This is an optimization exercise on Yosys and OpenROAD, whose aim is small area, not a production implementation.
No activity file was given, so power comes from the tool's default toggle rates.

==> flow/design.v <==
module bullsCows (
    input logic [15:0] guess,
    input logic confirm,
    input logic clock,
    input logic reset,
    output logic [5:0] d1,
    output logic [5:0] d2,
    output logic [5:0] d3,
    output logic [5:0] d4,
    output logic [5:0] d5,
    output logic [5:0] d6,
    output logic [5:0] d7,
    output logic [5:0] d8,
    output logic [7:0] j1_count,
    output logic [7:0] j2_count
  );
  localparam logic [1:0] PS = 2'b00, PG = 2'b01, PD = 2'b10, PF = 2'b11;
  logic [1:0] ph;
  logic pl;
  logic [1:0] dph;
  logic dpl;
  logic [15:0] secret_j1, secret_j2;
  logic [1:0] bulls;
  logic [2:0] cows;
  logic btn_prev, btn_tick;
  always @(posedge clock) begin
    btn_tick <= confirm & ~btn_prev;
    btn_prev <= confirm;
  end
  wire setup = (ph == PS);
  wire guessing = (ph == PG);
  wire [15:0] opb = setup ? guess : (pl ? secret_j1 : secret_j2);
  logic [15:0] eq;
  logic [3:0] bl, cw;
  genvar gi, gj;
  generate
    for (gi = 0; gi < 4; gi++) begin : g_i
      for (gj = 0; gj < 4; gj++) begin : g_j
        assign eq[4*gi+gj] = (guess[4*gi +: 4] == opb[4*gj +: 4]);
      end
      assign bl[gi] = eq[5*gi];
      assign cw[gi] = |(eq[4*gi +: 4] & ~(4'b0001 << gi));
    end
  endgenerate
  wire rep = |cw;
  wire win = &bl;
  wire [1:0] nb = bl[0] + bl[1] + bl[2] + bl[3];
  wire [2:0] nc = cw[0] + cw[1] + cw[2] + cw[3];
  always @(posedge clock) begin
    if (btn_tick) begin
      if (setup && !rep && !pl) secret_j1 <= guess;
      if (setup && !rep && pl) secret_j2 <= guess;
      if (guessing) begin
        bulls <= nb;
        cows <= nc;
      end
    end
  end
  always @(posedge clock, posedge reset) begin
    if (reset) begin
      ph <= PS;
      pl <= 1'b0;
      dph <= PF;
      dpl <= 1'b1;
      j1_count <= 0;
      j2_count <= 0;
    end else begin
      if (setup && btn_tick && rep) begin
        dph <= PF;
        dpl <= 1'b1;
      end else begin
        dph <= ph;
        dpl <= pl;
      end
      if (btn_tick) begin
        case (ph)
          PS: if (!rep) begin
                ph <= pl ? PG : PS;
                pl <= ~pl;
              end
          PG: if (win) begin
                ph <= PF;
                pl <= 1'b0;
                if (pl) j2_count <= j2_count + 1;
                else j1_count <= j1_count + 1;
              end else ph <= PD;
          PD: begin
                ph <= PG;
                pl <= ~pl;
              end
          default: ph <= PS;
        endcase
      end
    end
  end
  wire cT = (dph == PS);
  wire cG = (dph == PG);
  wire cD = (dph == PD);
  wire cF = (dph == PF) & ~dpl;
  wire cB = (dph == PF) & dpl;
  always_comb begin
    d1 = 6'b000000; d2 = 6'b000000; d3 = 6'b000000; d4 = 6'b000000;
    d5 = 6'b000000; d6 = 6'b000000; d7 = 6'b000000; d8 = 6'b000000;
    if (cB) begin
      d1 = 6'b100001; d2 = 6'b100001; d3 = 6'b100001; d4 = 6'b100001;
      d5 = 6'b100001; d6 = 6'b100001; d7 = 6'b100001; d8 = 6'b100001;
    end
    if (cT) begin
      d1 = 6'b111011; d2 = 6'b111001; d3 = 6'b101111; d4 = 6'b111101;
      d5 = 6'b101011; d6 = 6'b000001; d7 = dpl ? 6'b100101 : 6'b100011; d8 = 6'b110111;
    end
    if (cG) begin
      d7 = dpl ? 6'b100101 : 6'b100011; d8 = 6'b110111;
    end
    if (cD) begin
      d1 = 6'b110101; d2 = 6'b111001; d3 = 6'b000000; d4 = {2'b10, cows, 1'b1};
      d5 = 6'b100001; d6 = 6'b101111; d7 = 6'b000000; d8 = {3'b100, bulls, 1'b1};
    end
    if (cF) begin
      d1 = 6'b111101; d2 = 6'b101001; d3 = 6'b111101; d4 = 6'b101011;
      d5 = 6'b110011; d6 = 6'b110011; d7 = 6'b111001; d8 = 6'b110001;
    end
  end
endmodule
Settings: LEC_CHECK=0, CAP_MARGIN=20, CORE_MARGIN=2, CORE_UTILIZATION=40, SLEW_MARGIN=20; clock period 5.0 ns.
standard.sh (not shown) runs the stock make flow with config.mk's settings and CLKGATE_MAP_FILE= SYNTH_SCRIPT=/design/flow/synth_recipe.tcl, a recipe that flattens the netlist after the stock synthesis.
==> flow/flow/run.sh <==
#!/bin/bash
# Standard layout, but with the smallest buffer on each input and output port.
set -euo pipefail
export BUFFER_PORTS_ARGS="-buffer_cell sky130_fd_sc_hd__buf_1"
bash standard.sh > make_finish.log 2>&1
The first run passed the timing, design-rule and antenna checks.
Rerun with:
==> flow/flow/run.sh (replaced) <==
#!/bin/bash
# Standard layout, but with the smallest buffer on each input and output port,
# and power recovery (downsizing of non-critical gates) after global routing.
set -euo pipefail
export BUFFER_PORTS_ARGS="-buffer_cell sky130_fd_sc_hd__buf_1"
export RECOVER_POWER=100
bash standard.sh > make_finish.log 2>&1
Settings changed: CORE_UTILIZATION 40 to 70, CTS_BUF_LIST from default to sky130_fd_sc_hd__clkbuf_8.
=>
- critical path depth goes down by 2
- setup slack loses 250 ps
- via count goes down slightly
- maximum frequency decreases by a few percent
- clock skew hardly moves
- routed wire length is lower by roughly a tenth
- non-clock buffer count does not change
- die area falls by well over a third
- total power came out lower by a few percent
Function was not checked in any run of this note: the RTL went through the layout flow alone.

afterwards: timing with drivers on the ports:
In the flow no input, the clock included, has a driving cell. The finished layouts below were timed again as built, in two steps.
Step 1 (the two cells are an assumption about what drives the block):
set clk [get_ports {clock}]
set_driving_cell -lib_cell sky130_fd_sc_hd__clkbuf_16 $clk
set_driving_cell -lib_cell sky130_fd_sc_hd__buf_2 [delete_from_list [all_inputs] $clk]
Step 2 also shifts input and output timing later by t, the mid clock arrival at the registers, as if the neighbouring blocks saw the same clock.
Three values: ideal ports, drivers, drivers and shift; two values: the first two.
run	shift t [ns]	setup slack, ns	worst setup path at the end	cell pins on the clock port's net
the first run	0.354	1.345 / 1.345 / 1.345	register to register	1
the second run	0.365	1.095 / 1.095 / 1.095	register to register	1
After both steps setup and hold are still met in every run listed.
